Source: an optimization exercise on an open RTL-to-GDS flow (aim: small area, a short achievable clock period and few clock cycles per item). Production flows keep margins and buffers that such runs may drop. No functional check of the RTL was part of any run shown here. No activity file was given, so power comes from the tool's default toggle rates.

File: standard.sh
#!/bin/bash
# synth_recipe.tcl (not shown) runs the flow's synth.tcl, then flattens the netlist and writes it again
# the make line also repeats each setting of config.mk as NAME=value (left out here)
make -C /OpenROAD-flow-scripts/flow DESIGN_CONFIG=/design/flow/config.mk WORK_HOME=/design/flow/orfs CLKGATE_MAP_FILE= SYNTH_SCRIPT=/design/flow/synth_recipe.tcl "${@:-finish}"
File: flow/run.sh
#!/bin/bash
# Layout flow: the standard ORFS flow, with two changes.
#  1. Synthesis is ORFS's own script (with the standard flow's -nofsm -noshare wrapper,
#     flatten and renaming, as in synth_recipe.tcl), but ABC maps with the
#     script in flow/abc.script and full/half adder extraction can be skipped.
#  2. The port buffers inserted during placement are buf cells instead of
#     the slow clkdlybuf cells that buffer_ports picks by default.
# Settings come from flow/params.sh. Each tool's output goes to its own log.
set -euo pipefail
HERE=$(pwd)
source "$HERE/flow/params.sh"
export MY_ABC_SCRIPT="$HERE/flow/abc.script"
export MY_NOFA
export BUFFER_PORTS_ARGS="-buffer_cell $PORT_BUFFER"
sed "s#SYNTH_SCRIPT=[^ ]*#SYNTH_SCRIPT=$HERE/flow/synth.tcl#" standard.sh > my_standard.sh
bash my_standard.sh finish > flow_make.log 2>&1
File: config.mk
export PLATFORM = sky130hd
export DESIGN_NAME = sqrt_mult_system
export DESIGN_NICKNAME = sqrt_mult_system
export VERILOG_FILES = /design/flow/design.v
export SDC_FILE = /design/flow/constraint.sdc
export NUM_CORES = 4
export LEC_CHECK = 0
export CAP_MARGIN = 20
export CORE_MARGIN = 2
export CORE_UTILIZATION = 40
export SLEW_MARGIN = 20
File: flow/params.sh
MY_NOFA=1
PORT_BUFFER=sky130_fd_sc_hd__buf_1
File: constraint.sdc
create_clock -name core_clock -period 5.0 [get_ports {clk_i}]
set_input_delay 1.0000 -clock core_clock [delete_from_list [all_inputs] [get_ports {clk_i}]]
set_output_delay 1.0000 -clock core_clock [all_outputs]
set_load 0.01 [all_outputs]
File: flow/abc.script
strash
dch
map -D 1000
topo
stime -c
File: design.v
module sqrt_mult_system (
    input clk_i,
    input rst_i,
    input start_i,
    input [7:0] a_bi,
    input [7:0] b_bi,
    output [15:0] result,
    output done
);
    wire [19:0] d;
    wire p000;
    wire p001;
    wire p002;
    wire p003;
    wire p004;
    wire p005;
    wire p006;
    wire p007;
    wire p008;
    wire p009;
    wire p010;
    wire p011;
    wire p012;
    wire p013;
    wire p014;
    wire p015;
    wire p016;
    wire p017;
    wire p018;
    wire p019;
    wire p020;
    wire p021;
    wire p022;
    wire p023;
    wire p024;
    wire p025;
    wire p026;
    wire p027;
    wire p028;
    wire p029;
    wire p030;
    wire p031;
    wire p032;
    wire p033;
    wire p034;
    wire p035;
    wire p036;
    wire p037;
    wire p038;
    wire p039;
    wire p040;
    wire p041;
    wire p042;
    wire p043;
    wire p044;
    wire p045;
    wire p046;
    wire p047;
    wire p048;
    wire p049;
    wire p050;
    wire p051;
    wire p052;
    wire p053;
    wire p054;
    wire p055;
    wire p056;
    wire p057;
    wire p058;
    wire p059;
    wire p060;
    wire p061;
    wire p062;
    wire p063;
    wire p064;
    wire p065;
    wire p066;
    wire p067;
    wire p068;
    wire p069;
    wire p070;
    wire p071;
    wire p072;
    wire p073;
    wire p074;
    wire p075;
    wire p076;
    wire p077;
    wire p078;
    wire p079;
    wire p080;
    wire p081;
    wire p082;
    wire p083;
    wire p084;
    wire p085;
    wire p086;
    wire p087;
    wire p088;
    wire p089;
    wire p090;
    wire p091;
    wire p092;
    wire p093;
    wire p094;
    wire p095;
    wire p096;
    wire p097;
    wire p098;
    wire p099;
    wire p100;
    wire p101;
    wire p102;
    wire p103;
    wire p104;
    wire p105;
    wire p106;
    wire p107;
    wire p108;
    wire p109;
    wire p110;
    wire p111;
    wire p112;
    wire p113;
    wire p114;
    wire p115;
    wire p116;
    wire p117;
    wire p118;
    wire p119;
    wire p120;
    wire p121;
    wire p122;
    wire p123;
    wire p124;
    wire p125;
    wire p126;
    wire p127;
    wire p128;
    wire p129;
    wire p130;
    wire p131;
    wire p132;
    wire p133;
    wire p134;
    wire p135;
    wire p136;
    wire p137;
    wire p138;
    wire p139;
    wire p140;
    wire p141;
    wire p142;
    wire p143;
    wire p144;
    wire p145;
    wire p146;
    wire p147;
    wire p148;
    wire p149;
    wire p150;
    wire p151;
    wire p152;
    wire p153;
    wire p154;
    wire p155;
    wire p156;
    wire p157;
    wire p158;
    wire p159;
    wire p160;
    wire p161;
    wire p162;
    wire p163;
    wire p164;
    wire p165;
    wire p166;
    wire p167;
    wire p168;
    wire p169;
    wire p170;
    wire p171;
    wire p172;
    wire p173;
    wire p174;
    wire p175;
    wire p176;
    wire p177;
    wire p178;
    wire p179;
    wire p180;
    wire p181;
    wire p182;
    wire p183;
    wire p184;
    wire p185;
    wire p186;
    wire p187;
    wire p188;
    wire p189;
    wire p190;
    wire p191;
    wire p192;
    wire p193;
    wire p194;
    wire p195;
    wire p196;
    wire p197;
    wire p198;
    wire p199;
    wire p200;
    wire p201;
    wire p202;
    wire p203;
    wire p204;
    wire p205;
    wire p206;
    wire p207;
    wire p208;
    wire p209;
    wire p210;
    wire p211;
    wire p212;
    wire p213;
    wire p214;
    wire p215;
    wire p216;
    wire p217;
    wire p218;
    wire p219;
    wire p220;
    wire p221;
    wire p222;
    wire p223;
    wire p224;
    wire p225;
    wire p226;
    wire p227;
    wire p228;
    wire p229;
    wire p230;
    wire p231;
    wire p232;
    wire p233;
    wire p234;
    wire p235;
    wire p236;
    wire p237;
    wire p238;
    wire p239;
    wire p240;
    wire p241;
    wire p242;
    wire p243;
    wire p244;
    wire p245;
    wire p246;
    wire p247;
    wire p248;
    wire p249;
    wire p250;
    wire p251;
    wire p252;
    wire p253;
    wire p254;
    wire p255;
    wire p256;
    wire p257;
    wire p258;
    wire p259;
    wire p260;
    wire p261;
    wire p262;
    wire p263;
    wire p264;
    wire p265;
    wire p266;
    wire p267;
    wire p268;
    wire p269;
    wire p270;
    wire p271;
    wire p272;
    wire p273;
    wire p274;
    wire p275;
    wire p276;
    wire p277;
    wire p278;
    wire p279;
    wire p280;
    wire p281;
    wire p282;
    wire p283;
    wire p284;
    wire p285;
    wire p286;
    wire p287;
    wire p288;
    wire p289;
    wire p290;
    wire p291;
    wire p292;
    wire p293;
    wire p294;
    wire p295;
    wire p296;
    wire p297;
    wire p298;
    wire p299;
    wire p300;
    wire p301;
    wire p302;
    wire p303;
    wire p304;
    wire p305;
    wire p306;
    wire p307;
    wire p308;
    wire p309;
    wire p310;
    wire p311;
    wire p312;
    wire hv5;
    wire hv4;
    wire hv3;
    wire hv0;
    wire hv2;
    wire hv1;
    wire lv9;
    wire lv8;
    wire lv7;
    wire lv6;
    wire lv5;
    wire lv4;
    wire lv3;
    wire lv2;
    wire lv1;
    wire lv0;
    wire hv6;
    wire hv7;
    wire hv8;
    wire hv9;
    assign p251 = ~b_bi[6];
    assign p252 = ~b_bi[5];
    assign p253 = ~b_bi[4];
    assign p254 = p253 & p252;
    assign p255 = p254 & p251;
    assign p256 = ~p255;
    assign p257 = p256 & b_bi[7];
    assign p258 = ~p257;
    assign p259 = ~b_bi[7];
    assign p260 = p259 & p251;
    assign p261 = ~p260;
    assign p262 = p261 & p258;
    assign p263 = p262 & a_bi[4];
    assign p264 = ~p263;
    assign p265 = ~p254;
    assign p266 = p260 & p265;
    assign p267 = p266 & a_bi[5];
    assign p268 = ~p267;
    assign p269 = p268 & p264;
    assign p270 = a_bi[0] & a_bi[1];
    assign p271 = ~p270;
    assign p272 = ~a_bi[4];
    assign p273 = ~a_bi[2];
    assign p274 = p273 & p272;
    assign p275 = p274 & p271;
    assign p276 = ~p275;
    assign p277 = ~a_bi[3];
    assign p278 = p277 & p272;
    assign p279 = ~p278;
    assign p280 = p279 & p276;
    assign p281 = a_bi[1] & a_bi[2];
    assign p282 = ~p281;
    assign p283 = p282 & p277;
    assign p284 = ~p283;
    assign p285 = p284 & a_bi[4];
    assign p286 = ~p285;
    assign p287 = p286 & p280;
    assign p288 = p287 & a_bi[5];
    assign p289 = ~p288;
    assign p290 = ~a_bi[5];
    assign p291 = ~p287;
    assign p292 = p291 & p290;
    assign p293 = ~p292;
    assign p294 = p293 & p289;
    assign p295 = p294 & p257;
    assign p296 = ~p295;
    assign p297 = p296 & p269;
    assign hv5 = ~p297;
    assign p298 = p262 & a_bi[3];
    assign p299 = ~p298;
    assign p300 = p266 & a_bi[4];
    assign p301 = ~p300;
    assign p302 = p301 & p299;
    assign p303 = p271 & p273;
    assign p304 = ~p303;
    assign p305 = p304 & a_bi[3];
    assign p306 = ~p305;
    assign p307 = p306 & p284;
    assign p308 = p307 & a_bi[4];
    assign p309 = ~p308;
    assign p310 = ~p307;
    assign p311 = p310 & p272;
    assign p312 = ~p311;
    assign p000 = p312 & p309;
    assign p001 = p000 & p257;
    assign p002 = ~p001;
    assign p003 = p002 & p302;
    assign hv4 = ~p003;
    assign p004 = p262 & a_bi[2];
    assign p005 = ~p004;
    assign p006 = p266 & a_bi[3];
    assign p007 = ~p006;
    assign p008 = p007 & p005;
    assign p009 = p304 & p282;
    assign p010 = p009 & a_bi[3];
    assign p011 = ~p010;
    assign p012 = ~p009;
    assign p013 = p012 & p277;
    assign p014 = ~p013;
    assign p015 = p014 & p011;
    assign p016 = p015 & p257;
    assign p017 = ~p016;
    assign p018 = p017 & p008;
    assign hv3 = ~p018;
    assign p019 = ~p266;
    assign p020 = p019 & p258;
    assign p021 = ~p020;
    assign p022 = p021 & a_bi[2];
    assign hv0 = p021 & a_bi[0];
    assign p023 = ~hv0;
    assign p024 = p261 & a_bi[1];
    assign p025 = p024 & p023;
    assign p026 = ~p025;
    assign p027 = p026 & p022;
    assign p028 = ~p027;
    assign p029 = ~p022;
    assign p030 = p025 & p029;
    assign p031 = ~p030;
    assign p032 = p031 & p028;
    assign hv2 = ~p032;
    assign p033 = ~a_bi[1];
    assign p034 = ~a_bi[0];
    assign p035 = p034 & p033;
    assign p036 = ~p035;
    assign p037 = p036 & p271;
    assign p038 = p037 & p257;
    assign p039 = ~p038;
    assign p040 = p266 & a_bi[1];
    assign p041 = ~p040;
    assign p042 = p041 & p039;
    assign p043 = p262 & a_bi[0];
    assign p044 = ~p043;
    assign p045 = p044 & p042;
    assign hv1 = ~p045;
    assign p046 = ~b_bi[1];
    assign p047 = ~b_bi[2];
    assign p048 = p047 & p046;
    assign p049 = ~b_bi[0];
    assign p050 = p259 & p049;
    assign p051 = p050 & p048;
    assign p052 = ~p051;
    assign p053 = ~b_bi[3];
    assign p054 = p053 & p259;
    assign p055 = ~p054;
    assign p056 = p055 & p052;
    assign p057 = b_bi[5] & b_bi[6];
    assign p058 = p057 & b_bi[4];
    assign p059 = ~p058;
    assign p060 = p059 & p256;
    assign p061 = ~p060;
    assign p062 = p061 & p056;
    assign p063 = ~p062;
    assign p064 = b_bi[7] & b_bi[6];
    assign p065 = ~p064;
    assign p066 = b_bi[4] & p259;
    assign p067 = p066 & p251;
    assign p068 = ~p067;
    assign p069 = p068 & p065;
    assign p070 = ~p069;
    assign p071 = p053 & p049;
    assign p072 = p071 & p048;
    assign p073 = ~p072;
    assign p074 = p073 & b_bi[5];
    assign p075 = p074 & p070;
    assign p076 = ~p075;
    assign p077 = p076 & p063;
    assign p078 = ~p077;
    assign p079 = ~a_bi[6];
    assign p080 = p280 & a_bi[5];
    assign p081 = ~p080;
    assign p082 = p081 & p079;
    assign p083 = ~p082;
    assign p084 = p083 & a_bi[7];
    assign lv9 = p084 & p078;
    assign p085 = p053 & p253;
    assign p086 = p085 & p047;
    assign p087 = b_bi[5] & b_bi[7];
    assign p088 = ~p087;
    assign p089 = p088 & p086;
    assign p090 = ~p089;
    assign p091 = b_bi[7] & p251;
    assign p092 = ~p091;
    assign p093 = p092 & p090;
    assign p094 = p252 & p259;
    assign p095 = p094 & p256;
    assign p096 = ~p095;
    assign p097 = p096 & p093;
    assign p098 = p097 & p077;
    assign p099 = p098 & a_bi[7];
    assign p100 = ~p099;
    assign p101 = ~p084;
    assign p102 = ~a_bi[7];
    assign p103 = p277 & p290;
    assign p104 = p103 & p282;
    assign p105 = ~p104;
    assign p106 = p272 & p290;
    assign p107 = ~p106;
    assign p108 = p107 & p105;
    assign p109 = p108 & a_bi[6];
    assign p110 = ~p109;
    assign p111 = p110 & p102;
    assign p112 = ~p111;
    assign p113 = p112 & p101;
    assign p114 = p113 & p078;
    assign p115 = ~p114;
    assign p116 = p115 & p100;
    assign lv8 = ~p116;
    assign p117 = ~p097;
    assign p118 = p048 & p049;
    assign p119 = ~p118;
    assign p120 = p119 & b_bi[3];
    assign p121 = ~p120;
    assign p122 = ~p066;
    assign p123 = p253 & b_bi[7];
    assign p124 = ~p123;
    assign p125 = p124 & p122;
    assign p126 = ~p125;
    assign p127 = p126 & p251;
    assign p128 = p127 & p121;
    assign p129 = ~p128;
    assign p130 = p253 & b_bi[6];
    assign p131 = ~p130;
    assign p132 = p131 & p259;
    assign p133 = p132 & p073;
    assign p134 = ~p133;
    assign p135 = p065 & p252;
    assign p136 = p135 & p134;
    assign p137 = ~p136;
    assign p138 = p137 & p129;
    assign p139 = p138 & p117;
    assign p140 = p139 & a_bi[7];
    assign p141 = ~p140;
    assign p142 = p098 & a_bi[6];
    assign p143 = ~p142;
    assign p144 = p143 & p141;
    assign p145 = ~p108;
    assign p146 = p145 & a_bi[6];
    assign p147 = ~p146;
    assign p148 = p079 & a_bi[5];
    assign p149 = p148 & p280;
    assign p150 = ~p149;
    assign p151 = p150 & p147;
    assign p152 = ~p151;
    assign p153 = p152 & a_bi[7];
    assign p154 = ~p153;
    assign p155 = p151 & p102;
    assign p156 = ~p155;
    assign p157 = p156 & p154;
    assign p158 = p157 & p078;
    assign p159 = ~p158;
    assign p160 = p159 & p144;
    assign lv7 = ~p160;
    assign p161 = a_bi[6] & a_bi[5];
    assign p162 = p161 & p280;
    assign p163 = ~p162;
    assign p164 = p163 & p147;
    assign p165 = p108 & p079;
    assign p166 = p165 & p081;
    assign p167 = ~p166;
    assign p168 = p167 & p164;
    assign p169 = ~p168;
    assign p170 = p169 & p078;
    assign p171 = ~p170;
    assign p172 = p098 & a_bi[5];
    assign p173 = ~p172;
    assign p174 = p173 & p171;
    assign p175 = p139 & a_bi[6];
    assign p176 = ~p175;
    assign p177 = p176 & p174;
    assign lv6 = ~p177;
    assign p178 = p098 & a_bi[4];
    assign p179 = ~p178;
    assign p180 = p078 & p294;
    assign p181 = ~p180;
    assign p182 = p181 & p179;
    assign p183 = p139 & a_bi[5];
    assign p184 = ~p183;
    assign p185 = p184 & p182;
    assign lv5 = ~p185;
    assign p186 = p098 & a_bi[3];
    assign p187 = ~p186;
    assign p188 = p078 & p000;
    assign p189 = ~p188;
    assign p190 = p189 & p187;
    assign p191 = p139 & a_bi[4];
    assign p192 = ~p191;
    assign p193 = p192 & p190;
    assign lv4 = ~p193;
    assign p194 = p098 & a_bi[2];
    assign p195 = ~p194;
    assign p196 = p078 & p015;
    assign p197 = ~p196;
    assign p198 = p197 & p195;
    assign p199 = p139 & a_bi[3];
    assign p200 = ~p199;
    assign p201 = p200 & p198;
    assign lv3 = ~p201;
    assign p202 = ~p139;
    assign p203 = p034 & a_bi[1];
    assign p204 = ~p203;
    assign p205 = p204 & p078;
    assign p206 = ~p205;
    assign p207 = p206 & p202;
    assign p208 = ~p207;
    assign p209 = p208 & a_bi[2];
    assign p210 = ~p209;
    assign p211 = ~p098;
    assign p212 = p034 & p273;
    assign p213 = p212 & p078;
    assign p214 = ~p213;
    assign p215 = p214 & p211;
    assign p216 = ~p215;
    assign p217 = p216 & a_bi[1];
    assign p218 = ~p217;
    assign p219 = p218 & p210;
    assign lv2 = ~p219;
    assign p220 = p098 & a_bi[0];
    assign p221 = ~p220;
    assign p222 = p078 & p037;
    assign p223 = ~p222;
    assign p224 = p223 & p221;
    assign p225 = p139 & a_bi[1];
    assign p226 = ~p225;
    assign p227 = p226 & p224;
    assign lv1 = ~p227;
    assign p228 = p202 & p077;
    assign p229 = ~p228;
    assign lv0 = p229 & a_bi[0];
    assign p230 = p262 & a_bi[5];
    assign p231 = ~p230;
    assign p232 = p266 & a_bi[6];
    assign p233 = ~p232;
    assign p234 = p233 & p231;
    assign p235 = p169 & p257;
    assign p236 = ~p235;
    assign p237 = p236 & p234;
    assign hv6 = ~p237;
    assign p238 = p262 & a_bi[6];
    assign p239 = ~p238;
    assign p240 = p266 & a_bi[7];
    assign p241 = ~p240;
    assign p242 = p241 & p239;
    assign p243 = p157 & p257;
    assign p244 = ~p243;
    assign p245 = p244 & p242;
    assign hv7 = ~p245;
    assign p246 = p113 & p257;
    assign p247 = ~p246;
    assign p248 = p262 & a_bi[7];
    assign p249 = ~p248;
    assign p250 = p249 & p247;
    assign hv8 = ~p250;
    assign hv9 = p084 & p257;
    assign d = { hv9, hv8, hv7, hv6, hv5, hv4, hv3, hv2, hv1, hv0, lv9, lv8, lv7, lv6, lv5, lv4, lv3, lv2, lv1, lv0 };
    reg        done_r;
    reg [1:0] res_lo;
    reg [7:0] up_lo;
    reg [9:0] up_hi;
    always @(posedge clk_i) begin
        done_r <= start_i & ~rst_i;
        {up_hi, up_lo, res_lo} <= d;
    end
    wire [9:0] u;
    wire q000;
    wire q001;
    wire q002;
    wire q003;
    wire q004;
    wire q005;
    wire q006;
    wire q007;
    wire q008;
    wire q009;
    wire q010;
    wire q011;
    wire q012;
    wire q013;
    wire q014;
    wire q015;
    wire q016;
    wire q017;
    wire q018;
    wire q019;
    wire q020;
    wire q021;
    wire q022;
    wire q023;
    wire q024;
    wire q025;
    wire q026;
    wire q027;
    wire q028;
    wire q029;
    wire q030;
    wire q031;
    wire q032;
    wire q033;
    wire q034;
    wire q035;
    wire q036;
    wire q037;
    wire q038;
    wire q039;
    wire q040;
    wire q041;
    wire q042;
    wire q043;
    wire q044;
    wire q045;
    wire q046;
    wire q047;
    wire q048;
    wire q049;
    wire q050;
    wire q051;
    wire q052;
    wire q053;
    wire q054;
    wire q055;
    wire q056;
    wire q057;
    wire q058;
    wire q059;
    wire q060;
    wire q061;
    wire q062;
    wire q063;
    wire q064;
    wire q065;
    wire q066;
    wire q067;
    wire q068;
    wire q069;
    wire q070;
    wire q071;
    wire q072;
    wire q073;
    wire q074;
    wire q075;
    wire q076;
    wire q077;
    wire q078;
    wire q079;
    wire q080;
    wire q081;
    wire q082;
    wire q083;
    wire q084;
    wire q085;
    wire q086;
    wire q087;
    wire q088;
    wire q089;
    wire q090;
    wire q091;
    wire q092;
    wire q093;
    wire q094;
    wire q095;
    wire q096;
    wire q097;
    wire q098;
    wire q099;
    wire q100;
    wire q101;
    wire q102;
    wire q103;
    wire q104;
    wire q105;
    wire q106;
    wire q107;
    wire q108;
    wire q109;
    wire q110;
    wire q111;
    wire q112;
    wire q113;
    wire q114;
    wire q115;
    wire q116;
    wire q117;
    wire q118;
    wire q119;
    wire q120;
    wire q121;
    wire q122;
    wire q123;
    wire q124;
    wire q125;
    wire q126;
    wire q127;
    wire q128;
    wire q129;
    wire q130;
    wire q131;
    wire q132;
    wire q133;
    wire q134;
    wire q135;
    wire q136;
    wire q137;
    wire q138;
    wire q139;
    wire q140;
    wire q141;
    wire q142;
    wire q143;
    wire q144;
    wire q145;
    wire q146;
    wire q147;
    wire q148;
    wire q149;
    wire q150;
    wire q151;
    wire q152;
    wire q153;
    wire q154;
    wire q155;
    wire q156;
    wire q157;
    wire q158;
    wire q159;
    wire q160;
    wire q161;
    wire q162;
    wire q163;
    wire q164;
    wire q165;
    wire q166;
    wire q167;
    wire q168;
    wire q169;
    wire q170;
    wire q171;
    wire q172;
    wire q173;
    wire q174;
    wire q175;
    wire q176;
    wire fu_x1;
    wire fu_x2;
    wire fu_x3;
    wire fu_x4;
    wire fu_x5;
    wire fu_x6;
    wire fu_x7;
    wire fu_x8;
    wire fu_x9;
    wire fu_p0;
    assign q109 = up_lo[0] & up_hi[0];
    assign q110 = ~up_hi[1];
    assign q111 = ~up_lo[1];
    assign q112 = q111 & q110;
    assign q113 = ~q112;
    assign q114 = up_lo[1] & up_hi[1];
    assign q115 = ~q114;
    assign q116 = q115 & q113;
    assign q117 = q116 & q109;
    assign q118 = ~q117;
    assign q119 = ~q109;
    assign q120 = ~q116;
    assign q121 = q120 & q119;
    assign q122 = ~q121;
    assign fu_x1 = q122 & q118;
    assign q123 = q113 & q109;
    assign q124 = ~q123;
    assign q125 = q124 & q115;
    assign q126 = ~q125;
    assign q127 = ~up_lo[2];
    assign q128 = q127 & up_hi[2];
    assign q129 = ~q128;
    assign q130 = ~up_hi[2];
    assign q131 = up_lo[2] & q130;
    assign q132 = ~q131;
    assign q133 = q132 & q129;
    assign q134 = ~q133;
    assign q135 = q134 & q126;
    assign q136 = ~q135;
    assign q137 = q133 & q125;
    assign q138 = ~q137;
    assign fu_x2 = q138 & q136;
    assign q139 = up_lo[2] & up_hi[2];
    assign q140 = ~q139;
    assign q141 = q134 & q114;
    assign q142 = ~q141;
    assign q143 = q142 & q140;
    assign q144 = q134 & q116;
    assign q145 = q144 & q109;
    assign q146 = ~q145;
    assign q147 = q146 & q143;
    assign q148 = ~up_hi[3];
    assign q149 = ~up_lo[3];
    assign q150 = q149 & q148;
    assign q151 = ~q150;
    assign q152 = up_lo[3] & up_hi[3];
    assign q153 = ~q152;
    assign q154 = q153 & q151;
    assign q155 = q154 & q147;
    assign q156 = ~q155;
    assign q157 = ~q147;
    assign q158 = ~q154;
    assign q159 = q158 & q157;
    assign q160 = ~q159;
    assign q161 = q160 & q156;
    assign fu_x3 = ~q161;
    assign q162 = up_lo[4] & up_hi[4];
    assign q163 = ~q162;
    assign q164 = ~up_hi[4];
    assign q165 = ~up_lo[4];
    assign q166 = q165 & q164;
    assign q167 = ~q166;
    assign q168 = q167 & q163;
    assign q169 = ~q168;
    assign q170 = q151 & q139;
    assign q171 = ~q170;
    assign q172 = q171 & q153;
    assign q173 = q154 & q134;
    assign q174 = q173 & q126;
    assign q175 = ~q174;
    assign q176 = q175 & q172;
    assign q000 = q176 & q169;
    assign q001 = ~q000;
    assign q002 = ~q176;
    assign q003 = q002 & q168;
    assign q004 = ~q003;
    assign fu_x4 = q004 & q001;
    assign q005 = ~up_hi[5];
    assign q006 = ~up_lo[5];
    assign q007 = q006 & q005;
    assign q008 = ~q007;
    assign q009 = up_lo[5] & up_hi[5];
    assign q010 = ~q009;
    assign q011 = q010 & q008;
    assign q012 = ~q011;
    assign q013 = q167 & q152;
    assign q014 = ~q013;
    assign q015 = q014 & q163;
    assign q016 = q168 & q154;
    assign q017 = q016 & q157;
    assign q018 = ~q017;
    assign q019 = q018 & q015;
    assign q020 = ~q019;
    assign q021 = q020 & q012;
    assign q022 = ~q021;
    assign q023 = q019 & q011;
    assign q024 = ~q023;
    assign q025 = q024 & q022;
    assign fu_x5 = ~q025;
    assign q026 = ~up_hi[6];
    assign q027 = ~up_lo[6];
    assign q028 = q027 & q026;
    assign q029 = ~q028;
    assign q030 = up_lo[6] & up_hi[6];
    assign q031 = ~q030;
    assign q032 = q031 & q029;
    assign q033 = ~q032;
    assign q034 = q010 & q163;
    assign q035 = ~q034;
    assign q036 = q035 & q008;
    assign q037 = ~q036;
    assign q038 = q011 & q168;
    assign q039 = q038 & q002;
    assign q040 = ~q039;
    assign q041 = q040 & q037;
    assign q042 = ~q041;
    assign q043 = q042 & q033;
    assign q044 = ~q043;
    assign q045 = q041 & q032;
    assign q046 = ~q045;
    assign q047 = q046 & q044;
    assign fu_x6 = ~q047;
    assign q048 = ~up_hi[7];
    assign q049 = ~up_lo[7];
    assign q050 = q049 & q048;
    assign q051 = ~q050;
    assign q052 = up_lo[7] & up_hi[7];
    assign q053 = ~q052;
    assign q054 = q053 & q051;
    assign q055 = ~q054;
    assign q056 = q032 & q011;
    assign q057 = q056 & q016;
    assign q058 = q057 & q157;
    assign q059 = ~q058;
    assign q060 = q032 & q009;
    assign q061 = ~q060;
    assign q062 = q061 & q031;
    assign q063 = ~q015;
    assign q064 = q056 & q063;
    assign q065 = ~q064;
    assign q066 = q065 & q062;
    assign q067 = q066 & q059;
    assign q068 = ~q067;
    assign q069 = q068 & q055;
    assign q070 = ~q069;
    assign q071 = q067 & q054;
    assign q072 = ~q071;
    assign q073 = q072 & q070;
    assign fu_x7 = ~q073;
    assign q074 = q054 & q030;
    assign q075 = ~q074;
    assign q076 = q075 & q053;
    assign q077 = q054 & q032;
    assign q078 = q077 & q036;
    assign q079 = ~q078;
    assign q080 = q079 & q076;
    assign q081 = ~q080;
    assign q082 = q081 & up_hi[8];
    assign q083 = ~q082;
    assign q084 = q077 & q038;
    assign q085 = q084 & up_hi[8];
    assign q086 = q085 & q002;
    assign q087 = ~q086;
    assign q088 = q087 & q083;
    assign q089 = ~up_hi[8];
    assign q090 = q084 & q002;
    assign q091 = ~q090;
    assign q092 = q091 & q080;
    assign q093 = q092 & q089;
    assign q094 = ~q093;
    assign fu_x8 = q094 & q088;
    assign q095 = q088 & up_hi[9];
    assign q096 = ~q095;
    assign q097 = ~up_hi[9];
    assign q098 = ~q088;
    assign q099 = q098 & q097;
    assign q100 = ~q099;
    assign q101 = q100 & q096;
    assign fu_x9 = ~q101;
    assign q102 = ~up_lo[0];
    assign q103 = q102 & up_hi[0];
    assign q104 = ~q103;
    assign q105 = ~up_hi[0];
    assign q106 = up_lo[0] & q105;
    assign q107 = ~q106;
    assign q108 = q107 & q104;
    assign fu_p0 = ~q108;
    assign u = { fu_x9, fu_x8, fu_x7, fu_x6, fu_x5, fu_x4, fu_x3, fu_x2, fu_x1, fu_p0 };
    assign result = {4'b0, u, res_lo};
    assign done   = done_r;
endmodule
File: flow/synth.tcl
# synth_recipe.tcl with two hooks: abc runs flow/abc.script (MY_ABC_SCRIPT),
# and extract_fa is skipped when MY_NOFA is 1.
proc synth {args} { yosys synth -nofsm -noshare {*}$args }
proc abc {args} {
  set out {}
  set skip 0
  foreach a $args {
    if {$skip} { set skip 0; continue }
    if {$a eq "-script" || $a eq "-D"} { set skip 1; continue }
    lappend out $a
  }
  lappend out -script $::env(MY_ABC_SCRIPT)
  yosys abc {*}$out
}
if {$::env(MY_NOFA)} { proc extract_fa {args} {} }
source $::env(SCRIPTS_DIR)/synth.tcl
# left out here: clear keep_hierarchy, flatten, clean up, hide names made inside functions, write 1_2_yosys.v
==> reports/qor.csv, run 1 <==
stage,metric,value,unit
cts,"Reg clk slew, reported paths",110,ps
setup_path,Worst Setup End Kind,output port,
timing,setup_tns,0,ps
timing,Max Fclk,318.4,MHz
final_layout,most frequent cells in the layout,"nand2_1, buf_1, nor2_1",
yosys,yosys synthesis warning count,1,
yosys,"area leader, netlist",dfxtp_1,
pwr,Power Dens Cells,305.2,nW/um^2
cts,CTS Buf Count,3,
die,Core Footprint,3363,sq um
global_routing,aggregate global-route resource usage,14.93,%
hold_path,hold path startpoint,rst_i,
routing,drt drc,0,
global_routing,vias in the first global route,1219,
yosys,Avg Inst Size Synth,6.937,sq um
timing,Slew Limit Fails,0,
cts,# clock sinks,21,
flow_run,Max Cap Violations,0,
routing,vias per cell,4.909,
global_routing,largest net degree at the start of global routing,13,
die,full die area,4030,sq um
routing,Initial DRT Pass Iterations,4,
routing,average wire per standard cell,9.796,um
routing,DRT iter0 DRCs,72,
cts,Root Buffer,clkbuf_4,
cts,H-tree depth,1,
final_layout,fin nets,248,
timing,RSZ-0062 raised after global routing,no,
yosys,Gate Count Post-Synth,204,
timing,minimum clock period,3140,ps
global_routing,antenna violations before repair,0,
cts,CTS tree,yes,
cts,CTS Buffer Depth,2,
die,die width,63.48,um
place,placed cell area,1495,sq um
routing,Detailed Route WL,2.684,mm
yosys,post-synthesis sequential area ratio,29.71,%
timing,Worst-Margin Slew,752.6,ps
place,Detailed Place HPWL,2.285,mm
setup_path,CP max FO,3,
hold_path,WHS Endpoint,done_r$_DFF_P_,
setup_path,CP required,4000,ps
setup_path,critical path class,reg -> out,
timing,Tcrit/Tclk final,62.81,%
global_routing,first-pass GRT wire length,4.947,mm
yosys,synth top area cells,"dfxtp_1, nand2_1, xor2_1",
yosys,area share of the largest cell type after synthesis,29.71,%
setup_path,"Arr. time, crit path",2140,ps
final_layout,diodes inserted,0,
routing,Vias,1345,
final_layout,final instance area,1523,sq um
pwr,IR Drop Worst-Case VDD,0.08219,mV
setup_path,Startpoint Class,flop,
cts,Post-CTS Resized,0,
place,RD Place Congestion,0.8390,
die,Die H,63.48,um
die,Site Rows,21,
die,initial core utilization,42.08,%
timing,max_slew headroom,49.30,%
final_layout,synthesis-to-layout area growth,7.604,%
pwr,Static Leak,0.6029,nW
hold_path,WHS Path Cells,2,
die,IO Count,36,
yosys,#FFs+latches synth,21,
hold_path,HP Class,in -> reg,
place,I/O Buffers,31,
timing,final hold viol count,0,
final_layout,"commonest non-fill, non-tap cell in the layout",nand2_1,
yosys,post-synth cell types,24,
yosys,Synth Cell Area,1415,sq um
cts,Post-CTS Setup Repair Bufs,0,
global_routing,total global routing overflow,0,
final_layout,share of layout cells above drive strength 1,4.825,%
cts,hold_buf cts,0,
routing,Routed Antenna Nets,0,
run_status,outcome,timing/DRC/antenna clean,
timing,Setup Viol. Count Final,0,
-- layout make-up --
type                            count  area [sq um]
Timing Repair Buffer               31         116.4
Inverter                           22         82.58
Sequential cell                    21         420.4
Tap cell                           46         57.56
Multi-Input combinational cell    150         818.3
Fill cell                         386          1841
Clock buffer                        3         22.52
Clock inverter                      1         5.005
-- state kept, by name (all words and copies together), names as in the netlist --
register / count
up_hi: 10
up_lo: 8
res_lo: 2
done_r: 1
-- cells in the mapped netlist --
master	count
a21oi_1	8
or2_2	3
o21ai_0	14
o311ai_0	1
o211ai_1	1
and2_2	3
xor2_1	14
o221ai_1	10
o21bai_1	1
buf_4	14
a31oi_1	4
dfxtp_1	21
nand4_1	1
nand2_1	38
nor3_1	7
nor2_1	24
and3_2	1
conb_1	1
nand3_1	4
xnor2_1	2
clkinv_1	22
a22oi_1	5
o22ai_1	3
a221oi_1	2
-- stage by stage --
step | power (mW) | hold slack [ps] | instances | setup slack (ps) | util [%]
finish | 0.4647 | 844.3 | 274 | 1860 | 45.28
global route | 0.5067 | 832.8 | 274 | 1503 | 45.28
CTS | 0.4695 | 835.6 | 274 | 1842 | 45.28
detailed placement | 0.3942 | 1163 | 270 | 2183 | 44.46
global placement | 0.3937 | 1152 | 270 | 2217 | 44.46
floorplan | 0.3827 | 1071 | 207 | 2398 | -
-- where the power goes --
part	total [mW]	switching, mW	internal (mW)
logic	0.190	0.119	0.0704
registers	0.200	0.0103	0.189
clock network	0.0754	0.0456	0.0298
total	0.465	0.175	0.289
-- logic make-up (layout without fill, tap and decap cells) --
family,count (synthesis),after routing,share of synthesized area [%]
compound gates,49,49,22.64
simple gates,81,81,24.23
other cells,1,4,0.2650
xor+xnor,16,16,9.903
buf+inv,36,57,13.26
flops,21,21,29.71
-- worst max-delay path by stage --
stage | startpoint | to | cells after the start
final | up_lo[6]$_DFF_P_ | result[11] | 8
after global routing | up_lo[6]$_DFF_P_ | result[11] | 8
after CTS | up_lo[6]$_DFF_P_ | result[11] | 8
after detailed placement | up_lo[6]$_DFF_P_ | result[11] | 8
after global placement | up_lo[6]$_DFF_P_ | result[11] | 8
after floorplan | up_lo[6]$_DFF_P_ | result[11] | 8
-- critical path, cell delays in order, from the launching register on --
cell and delay, ps:
dfxtp_1 330, and2_2 200, nor2_1 150, clkinv_1 140
nor3_1 270, a221oi_1 150, o21ai_0 280, xor2_1 170
buf_1 160
-- metal layers --
layer / wire, um / up-vias / global-route usage [%]
met4: 78 / 0 / 8.696
met3: 96 / 6 / 1.071
met2: 1159 / 30 / 24.08
met5: 0 / - / 0
met1: 1349 / 568 / 19.50
li1: - / 741 / -
==> inputs of run 2 (changes only) <==
--- a/config.mk
+++ b/config.mk
@@ -9,3 +9,4 @@
 export CORE_MARGIN = 2
 export CORE_UTILIZATION = 40
+export SETUP_SLACK_MARGIN = 2.0
 export SLEW_MARGIN = 20
==> run 2 against run 1 <==
Still clean on timing, DRC and antenna. Final cell count up 0.36%. Global-route usage is 0.22 points higher. Routed wire length grew 4.4%. Sequential cell count stayed put. Worst setup slack gained 300 ps. Combinational power grew 12%. Critical path type unchanged. Largest cell class unchanged. Highest routed layer unchanged.
==> reports/qor.csv, run 2 <==
stage,metric,value,unit,change
final_layout,final instance area,1604,sq um,was 1523 sq um
cts,H-tree depth,1,,unchanged
hold_path,WHS Endpoint,done_r$_DFF_P_,,unchanged
hold_path,hold path startpoint,rst_i,,unchanged
yosys,#FFs+latches synth,21,,unchanged
die,initial core utilization,42.08,%,unchanged
yosys,Synth Cell Area,1415,sq um,unchanged
final_layout,"commonest non-fill, non-tap cell in the layout",nand2_1,,unchanged
pwr,Static Leak,0.6280,nW,was 0.6029 nW
hold_path,HP Class,in -> reg,,unchanged
yosys,"area leader, netlist",dfxtp_1,,unchanged
timing,max_slew headroom,49.28,%,was 49.30%
routing,Initial DRT Pass Iterations,4,,unchanged
routing,average wire per standard cell,10.19,um,was 9.796 um
final_layout,share of layout cells above drive strength 1,11.79,%,was 4.825%
timing,Worst-Margin Slew,752.8,ps,was 752.6 ps
global_routing,antenna violations before repair,0,,unchanged
pwr,IR Drop Worst-Case VDD,0.08227,mV,was 0.08219 mV
timing,RSZ-0062 raised after global routing,no,,unchanged
yosys,post-synthesis sequential area ratio,29.71,%,unchanged
final_layout,diodes inserted,0,,unchanged
timing,Setup Viol. Count Final,0,,unchanged
cts,"Reg clk slew, reported paths",110,ps,about the same
setup_path,CP required,4000,ps,about the same
pwr,Tot Pwr,489.8,uW,was 464.7 uW
global_routing,vias in the first global route,1235,,was 1219
routing,DRT iter0 DRCs,44,,was 72
yosys,most used flip-flop cell after synthesis,dfxtp_1,,unchanged
routing,Vias,1364,,was 1345
global_routing,largest net degree at the start of global routing,13,,unchanged
yosys,synth top area cells,"dfxtp_1, nand2_1, xor2_1",,unchanged
setup_path,Worst Setup End Kind,output port,,unchanged
yosys,asr flop ratio synth,0,%,unchanged
place,Detailed Place HPWL,2.285,mm,unchanged
run_status,outcome,timing/DRC/antenna clean,,unchanged
place,I/O Buffers,31,,unchanged
flow_run,Max Cap Violations,0,,unchanged
yosys,area share of the largest cell type after synthesis,29.71,%,unchanged
setup_path,Startpoint Class,flop,,unchanged
timing,final hold viol count,0,,unchanged
timing,minimum clock period,2845,ps,was 3140 ps
final_layout,most frequent cells in the layout,"nand2_1, buf_1, clkinv_1",,"was nand2_1, buf_1, nor2_1"
final_layout,fin nets,249,,was 248
timing,Max Fclk,351.5,MHz,was 318.4 MHz
cts,CTS Buffer Depth,2,,unchanged
setup_path,CP max FO,3,,unchanged
die,Core Footprint,3363,sq um,unchanged
hold_path,WHS Path Cells,2,,unchanged
place,RD Place Congestion,0.8390,,unchanged
cts,CTS Buf Count,3,,unchanged
timing,Slew Limit Fails,0,,unchanged
global_routing,total global routing overflow,0,,unchanged
timing,Tcrit/Tclk final,56.90,%,was 62.81%
die,Site Rows,21,,unchanged
yosys,top-count cell post-synth,nand2_1,,unchanged
yosys,synth cell count leaders,"nand2_1, nor2_1, clkinv_1, dfxtp_1",,unchanged
global_routing,aggregate global-route resource usage,15.15,%,was 14.93%
yosys,number of synthesized flops with an enable pin,0,,unchanged
place,placed cell area,1495,sq um,unchanged
die,full die area,4030,sq um,unchanged
final_layout,max FFs per register,10,,unchanged
routing,vias per cell,4.960,,was 4.909
global_routing,first-pass GRT wire length,5.016,mm,was 4.947 mm
yosys,yosys synthesis warning count,1,,unchanged
routing,Routed Antenna Nets,0,,unchanged
die,IO Count,36,,unchanged
place,pre-CTS WS,2183,ps,unchanged
routing,Detailed Route WL,2.801,mm,was 2.684 mm
pwr,Power Dens Cells,305.3,nW/um^2,was 305.2 nW/um^2
setup_path,"Arr. time, crit path",1850,ps,was 2140 ps
cts,Root Buffer,clkbuf_4,,unchanged
setup_path,critical path class,reg -> out,,unchanged
routing,drt drc,0,,unchanged
yosys,Avg Inst Size Synth,6.937,sq um,unchanged
final_layout,synthesis-to-layout area growth,13.35,%,was 7.604%
cts,# clock sinks,21,,unchanged
cts,CTS tree,yes,,unchanged
die,die width,63.48,um,unchanged
cts,hold_buf cts,0,,unchanged
final_layout,Util after Layout,47.69,%,was 45.28%
yosys,post-synth cell types,24,,unchanged
die,Die H,63.48,um,unchanged
timing,setup_tns,0,ps,unchanged
timing,final worst slack,2155,ps,was 1860 ps
yosys,Gate Count Post-Synth,204,,unchanged
## run 2: cell counts after synthesis
No cell type changed its count.
## run 2: timing repair
action                     4_1_cts  5_1_grt
gates resized for setup          3       19
setup buffers                    0        1
setup endpoints to repair        3        4
pin swaps                        0        2
## run 2: area by class of cell
class                   instances  area (sq um)
clock buffers                   3         22.52
fillers                       381          1759
inverters                      22         82.58
repair buffers                 32         125.1
multi-input cells             150         888.4
well taps                      46         57.56
flip-flops and latches         21         422.9
clock inverters                 1         5.005
## run 2: where the power goes
part / leakage [nW] / total [mW] / internal [mW] / switching [mW]
logic: 0.434 / 0.212 / 0.0817 / 0.131
registers: 0.176 / 0.202 / 0.190 / 0.0121
clock network: 0.0177 / 0.0754 / 0.0298 / 0.0456
total: 0.628 / 0.490 / 0.301 / 0.189
## run 2: through the flow
stage / cells / hold WS, ps
floorplan: 207 / 1071
global route: 275 / 832.6
CTS: 274 / 835.6
detailed placement: 270 / 1163
finish: 275 / 844.6
global placement: 270 / 1152
## run 2: cell families (layout without fill, tap and decap cells)
kind of cell / count (synthesis) / count (layout) / share of synthesized area, %
and+or+nand+nor: 81 / 81 / 24.23
AOI/OAI and AO/OA: 49 / 49 / 22.64
buffers and inverters: 36 / 58 / 13.26
DFF: 21 / 21 / 29.71
xor gates and xnor gates: 16 / 16 / 9.903
other: 1 / 4 / 0.2650
## run 2: worst max-delay path: stages (launching register included)
cell and delay [ps]:
dfxtp_1 320, or2_2 300, nand2_1 160, o221ai_4 150, and3_2 210, nor2_1 110, xor2_1 150, buf_1 160
## run 2: routing by layer
metal	up-vias	wire length, um	track usage (%)	share of wire, %
met3	6	100	1.071	3.6
li1	739	-	-	-
met4	0	78	8.696	2.8
met2	32	1272	25.13	45
met5	-	0	0	0
met1	587	1349	19.28	48
## run 2: how the worst max path moves through the flow
| stage | from | endpoint | cells after the start |
|---|---|---|---|
| after detailed placement | up_lo[6]$_DFF_P_ | result[11] | 8 |
| final | up_hi[1]$_DFF_P_ | result[8] | 7 |
| after CTS | up_lo[6]$_DFF_P_ | result[11] | 8 |
| after floorplan | up_lo[6]$_DFF_P_ | result[11] | 8 |
| after global routing | up_hi[5]$_DFF_P_ | result[10] | 7 |
| after global placement | up_lo[6]$_DFF_P_ | result[11] | 8 |
==> inputs of run 3 (changes only) <==
--- a/config.mk
+++ b/config.mk
@@ -9,4 +9,4 @@
 export CORE_MARGIN = 2
 export CORE_UTILIZATION = 40
-export SETUP_SLACK_MARGIN = 2.0
+export SETUP_SLACK_MARGIN = 2.5
 export SLEW_MARGIN = 20
==> run 3 against run 2 <==
Still clean on timing, DRC and antenna. Core utilization rose by 6.0 points. Area after synthesis did not move. Clock-buffer cell count did not move. Via count rose by 3.7%. Sequential share of layout area fell by 2.3 points. Routed wire length rose by 6.7%. Total power rose by 11%. Sequential power rose by 2%. Clock power fell by 2.8%. Synthesized cell count did not move. Maximum frequency rose by 4.8%.
==> reports/qor.csv, run 3 <==
stage,metric,value,unit,change
run_status,outcome,timing/DRC/antenna clean,,unchanged
timing,Setup Viol. Count Final,0,,unchanged
hold_path,HP Class,in -> reg,,unchanged
timing,RSZ-0062 raised after global routing,yes,,was no
cts,# clock sinks,21,,unchanged
timing,worst hold slack,842.4,ps,was 844.6 ps
yosys,yosys synthesis warning count,1,,unchanged
global_routing,aggregate global-route resource usage,15.53,%,was 15.15%
setup_path,"Max stage delay cell, worst path",dfxtp_2,,was dfxtp_1
yosys,area share of the largest cell type after synthesis,29.71,%,unchanged
routing,Detailed Route WL,2.990,mm,was 2.801 mm
yosys,post-synth cell types,24,,unchanged
cts,Root Buffer,clkbuf_4,,unchanged
hold_path,hold path startpoint,rst_i,,unchanged
die,die width,63.48,um,unchanged
global_routing,largest net degree at the start of global routing,13,,unchanged
place,RD Place Congestion,0.8548,,was 0.8390
timing,Slew Limit Fails,0,,unchanged
timing,minimum clock period,2715,ps,was 2845 ps
setup_path,CP cell instances,"and2_2, o21bai_4, a221oi_2, o21ai_2, a31oi_1, buf_2",,"was or2_2, nand2_1, o221ai_4, and3_2, nor2_1, xor2_1, buf_1"
global_routing,vias in the first global route,1225,,was 1235
final_layout,max FFs per register,10,,unchanged
yosys,Gate Count Post-Synth,204,,unchanged
final_layout,share of layout cells above drive strength 1,26.34,%,was 11.79%
die,Die H,63.48,um,unchanged
global_routing,first-pass GRT wire length,5.126,mm,was 5.016 mm
setup_path,CP top delay family,compound AO/OA/AOI/OAI gates,,was simple AND/OR/NAND/NOR gates
routing,Initial DRT Pass Iterations,4,,unchanged
routing,Vias,1414,,was 1364
yosys,number of synthesized flops with an enable pin,0,,unchanged
final_layout,fin nets,263,,was 249
flow_run,Max Cap Violations,0,,unchanged
yosys,synth top area cells,"dfxtp_1, nand2_1, xor2_1",,unchanged
setup_path,worst path bufs/invs,1,,unchanged
setup_path,CP Launch Point,up_lo[5]$_DFF_P_,,was up_hi[1]$_DFF_P_
cts,CTS Buffer Depth,2,,unchanged
yosys,"area leader, netlist",dfxtp_1,,unchanged
die,Core Footprint,3363,sq um,unchanged
routing,average wire per standard cell,10.35,um,was 10.19 um
timing,Max Fclk,368.4,MHz,was 351.5 MHz
pwr,IR Drop Worst-Case VDD,0.08994,mV,was 0.08227 mV
timing,max_slew headroom,44.11,%,was 49.28%
place,Detailed Place HPWL,2.244,mm,was 2.285 mm
setup_path,critical path class,reg -> out,,unchanged
setup_path,CP max FO,4,,was 3
final_layout,"commonest non-fill, non-tap cell in the layout",nand2_1,,unchanged
timing,final hold viol count,0,,unchanged
routing,DRT iter0 DRCs,72,,was 44
timing,setup_tns,0,ps,unchanged
pwr,Static Leak,0.7370,nW,was 0.6280 nW
cts,CTS Buf Count,3,,unchanged
yosys,#FFs+latches synth,21,,unchanged
yosys,Synth Cell Area,1415,sq um,unchanged
routing,drt drc,0,,unchanged
setup_path,"Arr. time, crit path",1710,ps,was 1850 ps
timing,Tcrit/Tclk final,54.29,%,was 56.90%
yosys,most used flip-flop cell after synthesis,dfxtp_1,,unchanged
die,initial core utilization,42.08,%,unchanged
cts,CTS tree,yes,,unchanged
yosys,synth cell count leaders,"nand2_1, nor2_1, clkinv_1, dfxtp_1",,unchanged
pwr,Power Dens Cells,302.2,nW/um^2,was 305.3 nW/um^2
die,IO Count,36,,unchanged
final_layout,synthesis-to-layout area growth,27.59,%,was 13.35%
yosys,asr flop ratio synth,0,%,unchanged
yosys,Avg Inst Size Synth,6.937,sq um,unchanged
final_layout,most frequent cells in the layout,"nand2_1, buf_1, clkinv_1",,unchanged
die,full die area,4030,sq um,unchanged
place,I/O Buffers,31,,unchanged
yosys,top-count cell post-synth,nand2_1,,unchanged
setup_path,CP required,4000,ps,about the same
routing,Routed Antenna Nets,0,,unchanged
setup_path,Startpoint Class,flop,,unchanged
timing,Worst-Margin Slew,829.6,ps,was 752.8 ps
routing,vias per cell,4.893,,was 4.960
global_routing,antenna violations before repair,0,,unchanged
cts,H-tree depth,1,,unchanged
die,Site Rows,21,,unchanged
final_layout,Util after Layout,53.68,%,was 47.69%
pwr,Tot Pwr,545.6,uW,was 489.8 uW
setup_path,Crit path largest cell delay,330,ps,was 320 ps
yosys,post-synthesis sequential area ratio,29.71,%,unchanged
final_layout,diodes inserted,0,,unchanged
cts,"Reg clk slew, reported paths",100,ps,was 110 ps
setup_path,Worst Setup End Kind,output port,,unchanged
global_routing,total global routing overflow,0,,unchanged
## run 3: logic make-up after synthesis
family,synth area share [%]
simple gates,24.23
compound gates,22.64
buf+inv,13.26
flops,29.71
xor+xnor,9.903
other cells,0.2650
## run 3: final timing paths
check	end	slack, ps	depth (start not counted)
setup / recovery	result[10]	2290	6
hold / removal	done_r$_DFF_P_	840	2
## run 3: through the flow
step	area [sq um]	cells	worst slack (ps)
6_report	1805	289	2285
5_1_grt	1805	289	2162
4_1_cts	1730	284	2253
3_5_place_dp	1500	270	2232
3_3_place_gp	1500	270	2153
2_1_floorplan	1431	207	2525
## run 3: per-layer routing
metal / part of all wire [%] / global-route usage [%] / up-vias
li1: - / - / 763
met5: 0 / 0 / -
met2: 47 / 26.58 / 44
met3: 4.0 / 0.5357 / 6
met1: 46 / 19.72 / 601
met4: 2.4 / 8.152 / 0
## run 3: area by class of cell
type	instances	area, sq um
fill	348	1558
sequential	21	434.2
timing repair buffer	46	239.0
clock buffer	3	22.52
tap	46	57.56
multi-input combinational	150	957.2
inverter	22	90.09
clock inverter	1	5.005
## run 3: timing repair
action | 4_1_cts | 5_1_grt
hold buffers | 0 | 0
gates resized for setup | 39 | 15
setup endpoints to repair | 7 | 18
pin swaps | 12 | 7
hold endpoints to repair | 0 | 0
setup buffers | 10 | 5
## run 3: power by group
part | switching [mW] | leakage (nW) | total (mW) | internal [mW]
clock network | 0.0436 | 0.0177 | 0.0733 | 0.0297
logic | 0.146 | 0.542 | 0.265 | 0.119
registers | 0.0154 | 0.178 | 0.207 | 0.191
==> inputs of run 4 (changes only) <==
==> flow/abc.script (replaced) <==
strash
dch
map -a
topo
stime -c
--- a/config.mk
+++ b/config.mk
@@ -9,4 +9,3 @@
 export CORE_MARGIN = 2
 export CORE_UTILIZATION = 40
-export SETUP_SLACK_MARGIN = 2.5
 export SLEW_MARGIN = 20
==> run 4 against run 3 <==
Still clean on timing, DRC and antenna. Design area shrank 15%. Routed wire length decreased by 8.8%. Final cell count down 1.7%. Via count down 3.1%. Worst setup slack lost 310 ps. Non-clock buffer count down 15. Sequential power is 4% lower. Maximum frequency decreased by 10%. Critical path type unchanged. Largest cell class unchanged.
==> reports/qor.csv, run 4 <==
stage,metric,value,unit,change
cts,CTS tree,yes,,unchanged
yosys,#FFs+latches synth,21,,unchanged
yosys,post-synthesis sequential area ratio,29.37,%,was 29.71%
setup_path,CP Launch Point,up_lo[6]$_DFF_P_,,was up_lo[5]$_DFF_P_
place,RD Place Congestion,0.8502,,was 0.8548
pwr,Static Leak,0.5803,nW,was 0.7370 nW
yosys,top-count cell post-synth,nor2_1,,was nand2_1
die,Site Rows,21,,unchanged
routing,Detailed Route WL,2.728,mm,was 2.990 mm
cts,H-tree depth,1,,unchanged
global_routing,antenna violations before repair,0,,unchanged
hold_path,HP Class,in -> reg,,unchanged
setup_path,critical path class,reg -> out,,unchanged
setup_path,Startpoint Class,flop,,unchanged
routing,average wire per standard cell,9.606,um,was 10.35 um
setup_path,CP max FO,3,,was 4
timing,Slew Limit Fails,0,,unchanged
yosys,yosys synthesis warning count,1,,unchanged
pwr,IR Drop Worst-Case VDD,0.08713,mV,was 0.08994 mV
die,IO Count,36,,unchanged
yosys,number of synthesized flops with an enable pin,0,,unchanged
yosys,most used flip-flop cell after synthesis,dfxtp_1,,unchanged
hold_path,hold path startpoint,rst_i,,unchanged
setup_path,Worst Setup End Kind,output port,,unchanged
final_layout,Layout fillers,368,,was 348
cts,Root Buffer,clkbuf_4,,unchanged
cts,Post-CTS Resized,0,,was 39
global_routing,largest net degree at the start of global routing,12,,was 13
global_routing,vias in the first global route,1144,,was 1225
yosys,Gate Count Post-Synth,214,,was 204
flow_run,Max Cap Violations,0,,unchanged
die,full die area,4073,sq um,was 4030 sq um
yosys,synth cell count leaders,"nor2_1, clkinv_1, nand2_1, dfxtp_1, o21ai_0",,"was nand2_1, nor2_1, clkinv_1, dfxtp_1"
pwr,Power Dens Cells,301.8,nW/um^2,was 302.2 nW/um^2
place,Detailed Place HPWL,2.308,mm,was 2.244 mm
yosys,post-synth cell types,21,,was 24
cts,"Reg clk slew, reported paths",100,ps,about the same
timing,minimum clock period,3029,ps,was 2715 ps
yosys,asr flop ratio synth,0,%,unchanged
routing,Initial DRT Pass Iterations,4,,unchanged
setup_path,"Arr. time, crit path",2030,ps,was 1710 ps
routing,Routed Antenna Nets,0,,unchanged
timing,Tcrit/Tclk final,60.57,%,was 54.29%
yosys,area share of the largest cell type after synthesis,29.37,%,was 29.71%
final_layout,most frequent cells in the layout,"nor2_1, clkinv_1, buf_1",,"was nand2_1, buf_1, clkinv_1"
global_routing,total global routing overflow,0,,unchanged
final_layout,diodes inserted,0,,unchanged
timing,worst hold slack,846.4,ps,was 842.4 ps
timing,Max Fclk,330.2,MHz,was 368.4 MHz
cts,CTS Buf Count,3,,unchanged
final_layout,fin nets,258,,was 263
routing,DRT iter0 DRCs,61,,was 72
yosys,synth top area cells,"dfxtp_1, nor2_1, clkinv_1",,"was dfxtp_1, nand2_1, xor2_1"
timing,setup_tns,0,ps,unchanged
yosys,"area leader, netlist",dfxtp_1,,unchanged
setup_path,CP required,4000,ps,about the same
yosys,Synth Cell Area,1431,sq um,was 1415 sq um
die,initial core utilization,42.23,%,was 42.08%
timing,Setup Viol. Count Final,0,,unchanged
die,die width,63.82,um,was 63.48 um
place,I/O Buffers,31,,unchanged
die,Core Footprint,3390,sq um,was 3363 sq um
cts,CTS Buffer Depth,2,,unchanged
timing,final hold viol count,0,,unchanged
final_layout,synthesis-to-layout area growth,7.430,%,was 27.59%
cts,# clock sinks,21,,unchanged
final_layout,max FFs per register,10,,unchanged
routing,drt drc,0,,unchanged
final_layout,"commonest non-fill, non-tap cell in the layout",nor2_1,,was nand2_1
die,Die H,63.82,um,was 63.48 um
cts,Post-CTS Setup Repair Bufs,0,,was 10
global_routing,aggregate global-route resource usage,14.24,%,was 15.53%
routing,vias per cell,4.824,,was 4.893
run_status,outcome,timing/DRC/antenna clean,,unchanged
global_routing,first-pass GRT wire length,4.788,mm,was 5.126 mm
timing,RSZ-0062 raised after global routing,no,,was yes
final_layout,share of layout cells above drive strength 1,1.681,%,was 26.34%
routing,Vias,1370,,was 1414
yosys,Avg Inst Size Synth,6.689,sq um,was 6.937 sq um
cts,hold_buf cts,0,,unchanged
## run 4: logic make-up after synthesis
| group | Yosys count | share of synthesized area [%] |
|---|---|---|
| and+or+nand+nor | 75 | 20.89 |
| AOI/OAI and AO/OA | 54 | 24.04 |
| buffers and inverters | 48 | 16.26 |
| DFF | 21 | 29.37 |
| xor gates and xnor gates | 15 | 9.179 |
| other | 1 | 0.2620 |
## run 4: layout make-up
class                      count  area (sq um)  share of cell area (%)
timing repair buffer          31         116.4                   7.567
multi-input combinational    148         789.5                   51.34
tap                           46         57.56                   3.743
clock buffer                   4         26.28                   1.709
sequential                    21         420.4                   27.34
inverter                      34         127.6                   8.299
## run 4: path summary, 6_finish.rpt
check | slack [ps] | cells after the start | to
max | 1970 | 8 | result[11]
min | 850 | 2 | done_r$_DFF_P_
## run 4: metrics by stage
stage	instance area [sq um]	total power [mW]	utilization (%)	cells	worst slack [ps]
2_1_floorplan	1443	0.3836	-	217	2464
3_3_place_gp	1511	0.3945	44.59	280	2273
3_5_place_dp	1511	0.3941	44.59	280	2293
4_1_cts	1538	0.4684	45.37	284	1958
5_1_grt	1538	0.5035	45.37	284	1648
6_report	1538	0.4641	45.37	284	1971
## run 4: worst max-delay path, cell delays in order, from the launching register on
cell	delay, ps
dfxtp_1	320
and2_2	200
nor2_1	130
clkinv_1	140
nor3_1	260
a221oi_1	150
o22ai_1	210
xor2_1	160
buf_1	160
## run 4: metal layers
layer / share of wire (%) / GRT usage, %
met3: 5.3 / 1.408
met1: 51 / 19.78
met5: 0 / 0
met4: 2.3 / 7.065
met2: 41 / 21.88
## run 4: where the power goes
group	internal [mW]	total, mW	leakage [nW]	switching (mW)
clock	0.0310	0.0745	0.0150	0.0435
sequential	0.189	0.199	0.176	0.00976
combinational	0.0695	0.191	0.389	0.121
total	0.290	0.464	0.580	0.174
==> inputs of run 5 (changes only) <==
--- a/config.mk
+++ b/config.mk
@@ -9,3 +9,4 @@
 export CORE_MARGIN = 2
 export CORE_UTILIZATION = 40
+export SETUP_SLACK_MARGIN = 2.0
 export SLEW_MARGIN = 20
==> run 5 against run 4 <==
Via count up 1.3%. Hold slack about the same. Highest routed layer unchanged. Synthesized cell count unchanged. Clock power about the same. Final cell count unchanged. Critical path depth unchanged. Combinational power up 5%. Still clean. Global-route usage up 0.11 points.
==> reports/qor.csv, run 5 <==
stage,metric,value,unit,change
yosys,asr flop ratio synth,0,%,unchanged
yosys,"area leader, netlist",dfxtp_1,,unchanged
cts,Root Buffer,clkbuf_4,,unchanged
cts,hold_buf cts,0,,unchanged
place,Detailed Place HPWL,2.308,mm,unchanged
timing,final worst slack,2219,ps,was 1971 ps
yosys,#FFs+latches synth,21,,unchanged
place,I/O Buffers,31,,unchanged
place,placed cell area,1511,sq um,unchanged
setup_path,"Arr. time, crit path",1780,ps,was 2030 ps
final_layout,"commonest non-fill, non-tap cell in the layout",nor2_1,,unchanged
timing,Tcrit/Tclk final,55.62,%,was 60.57%
cts,CTS Buffer Depth,2,,unchanged
pwr,IR Drop Worst-Case VDD,0.08748,mV,was 0.08713 mV
yosys,top-count cell post-synth,nor2_1,,unchanged
timing,final hold viol count,0,,unchanged
die,Die H,63.82,um,unchanged
timing,Setup Viol. Count Final,0,,unchanged
global_routing,vias in the first global route,1153,,was 1144
setup_path,Startpoint Class,flop,,unchanged
cts,CTS tree,yes,,unchanged
setup_path,Worst Setup End Kind,output port,,unchanged
hold_path,hold path startpoint,rst_i,,unchanged
cts,CTS Buf Count,3,,unchanged
timing,RSZ-0062 raised after global routing,no,,unchanged
pwr,Static Leak,0.5889,nW,was 0.5803 nW
setup_path,CP max FO,3,,unchanged
run_status,outcome,timing/DRC/antenna clean,,unchanged
routing,DRT iter0 DRCs,62,,was 61
timing,Slew Limit Fails,0,,unchanged
yosys,area share of the largest cell type after synthesis,29.37,%,unchanged
yosys,yosys synthesis warning count,1,,unchanged
final_layout,final instance area,1573,sq um,was 1538 sq um
setup_path,CP Launch Point,up_lo[6]$_DFF_P_,,unchanged
flow_run,Max Cap Violations,0,,unchanged
yosys,post-synthesis sequential area ratio,29.37,%,unchanged
timing,setup_tns,0,ps,unchanged
setup_path,Crit path largest cell delay,320,ps,about the same
hold_path,HP Class,in -> reg,,unchanged
die,initial core utilization,42.23,%,unchanged
routing,Routed Antenna Nets,0,,unchanged
final_layout,fin nets,258,,unchanged
final_layout,synthesis-to-layout area growth,9.878,%,was 7.430%
die,Site Rows,21,,unchanged
place,Cells after DPL,280,,unchanged
global_routing,antenna violations before repair,0,,unchanged
global_routing,total global routing overflow,0,,unchanged
yosys,number of synthesized flops with an enable pin,0,,unchanged
yosys,synth cell count leaders,"nor2_1, clkinv_1, nand2_1, dfxtp_1, o21ai_0",,unchanged
setup_path,CP required,4000,ps,about the same
routing,drt drc,0,,unchanged
final_layout,diodes inserted,0,,unchanged
final_layout,Layout fillers,363,,was 368
setup_path,CP cell instances,"and2_2, nor2_1, inv_2, nor3_4, nand2_1, o22ai_2, xor2_1, buf_1",,"was and2_2, nor2_1, clkinv_1, nor3_1, a221oi_1, o22ai_1, xor2_1, buf_1"
place,pre-CTS WS,2293,ps,unchanged
cts,# clock sinks,21,,unchanged
setup_path,"Max stage delay cell, worst path",dfxtp_1,,unchanged
die,IO Count,36,,unchanged
setup_path,critical path class,reg -> out,,unchanged
place,RD Place Congestion,0.8502,,unchanged
die,Core Footprint,3390,sq um,unchanged
routing,vias per cell,4.887,,was 4.824
yosys,Synth Cell Area,1431,sq um,unchanged
global_routing,aggregate global-route resource usage,14.35,%,was 14.24%
die,full die area,4073,sq um,unchanged
timing,Max Fclk,359.6,MHz,was 330.2 MHz
yosys,most used flip-flop cell after synthesis,dfxtp_1,,unchanged
routing,Detailed Route WL,2.761,mm,was 2.728 mm
global_routing,largest net degree at the start of global routing,12,,unchanged
final_layout,share of layout cells above drive strength 1,4.622,%,was 1.681%
yosys,Avg Inst Size Synth,6.689,sq um,unchanged
final_layout,most frequent cells in the layout,"nor2_1, clkinv_1, buf_1",,unchanged
final_layout,post-route insts no fill,284,,unchanged
yosys,Gate Count Post-Synth,214,,unchanged
final_layout,max FFs per register,10,,unchanged
final_layout,storage element area,420.4,sq um,unchanged
cts,"Reg clk slew, reported paths",100,ps,about the same
cts,H-tree depth,1,,unchanged
routing,Vias,1388,,was 1370
yosys,synth top area cells,"dfxtp_1, nor2_1, clkinv_1",,unchanged
routing,Initial DRT Pass Iterations,4,,unchanged
timing,minimum clock period,2781,ps,was 3029 ps
pwr,Power Dens Cells,301.1,nW/um^2,was 301.8 nW/um^2
die,die width,63.82,um,unchanged
yosys,post-synth cell types,21,,unchanged
global_routing,first-pass GRT wire length,4.816,mm,was 4.788 mm
routing,average wire per standard cell,9.722,um,was 9.606 um
final_layout,Multi-input gate area,824.5,sq um,was 789.5 sq um
## run 5: area by class of cell
cell class / count / share of cell area, %
flip-flops and latches: 21 / 26.73
clock buffers: 4 / 1.671
multi-input cells: 148 / 52.43
repair buffers: 31 / 7.399
well taps: 46 / 3.660
inverters: 34 / 8.115
## run 5: cell families (layout without fill, tap and decap cells)
| kind of cell | count (synthesis) | in the layout | share of synthesized area, % |
|---|---|---|---|
| AOI/OAI and AO/OA | 54 | 54 | 24.04 |
| and+or+nand+nor | 75 | 75 | 20.89 |
| other | 1 | 4 | 0.2620 |
| DFF | 21 | 21 | 29.37 |
| xor gates and xnor gates | 15 | 15 | 9.179 |
| buffers and inverters | 48 | 69 | 16.26 |
## run 5: worst max-delay path, delay by kind of cell, from the launching register on
kind,cells,cell delay (ps)
AO/OA/AOI/OAI,1,180
buffers and inverters,2,250
AND/OR/NAND/NOR,4,600
flip-flops,1,320
XOR/XNOR,1,150
## run 5: timing repair
action,4_1_cts,5_1_grt
pin swaps,0,1
setup buffers,0,0
gates cloned,0,0
resized for setup,1,7
setup endpoints to repair,1,4
## run 5: layer usage
metal	wire length [um]	vias to the layer above	track usage, %
met1	1396	580	19.78
met4	63	0	7.065
li1	-	758	-
met3	143	6	1.408
met5	0	-	0
met2	1158	44	22.27
## run 5: path summary, 6_finish.rpt
check	slack (ps)	cells past startpoint	endpoint
worst max-delay path	2220	8	result[11]
worst min-delay path	850	2	done_r$_DFF_P_
## run 5: power breakdown
part	switching [mW]	internal, mW
clock network	0.0434	0.0310
logic	0.127	0.0732
registers	0.00973	0.189
## run 5: per-stage QoR
| step | hold WS (ps) | total power [mW] | utilization (%) |
|---|---|---|---|
| 3_5_place_dp | 1160 | 0.3941 | 44.59 |
| 2_1_floorplan | 1071 | 0.3836 | - |
| 6_report | 846.3 | 0.4735 | 46.40 |
| 3_3_place_gp | 1151 | 0.3945 | 44.59 |
| 4_1_cts | 839.3 | 0.4692 | 45.52 |
| 5_1_grt | 842.8 | 0.5137 | 46.40 |

## static timing again, ports no longer ideal
How much do the figures lean on ideal ports? The routed layouts below were timed once more, with nothing changed but the port constraints. Step 1: set_driving_cell puts a clkbuf_16 on clk_i and a buf_2 on each other input, an assumption about the parent block. Step 2 moves the port delays by t, midway between the first and last clock arrival at a register: inputs arrive t later, outputs are due t later. That takes back most of the time a late clock gives input paths. Slacks: ideal / step 1 / step 2; pairs: ideal / step 1.
run | t (ns) | slack for setup (ns) | worst setup path at the end | clock arrival spread, ns | worst slew at a driven data input, ns
run 1 | 0.315 | 1.860 / 1.836 / 2.151 | register to output | 0.007 / 0.007 | 0.03
run 2 | 0.315 | 2.155 / 2.131 / 2.266 | input to register | 0.007 / 0.007 | 0.03
run 3 | 0.308 | 2.285 / 2.263 / 2.329 | input to register | 0.004 / 0.005 | 0.03
run 4 | 0.308 | 1.971 / 1.950 / 2.258 | register to output | 0.000 / 0.001 | 0.03
run 5 | 0.308 | 2.219 / 2.197 / 2.275 | input to register | 0.000 / 0.001 | 0.03
After both steps setup and hold are still met in every run listed.
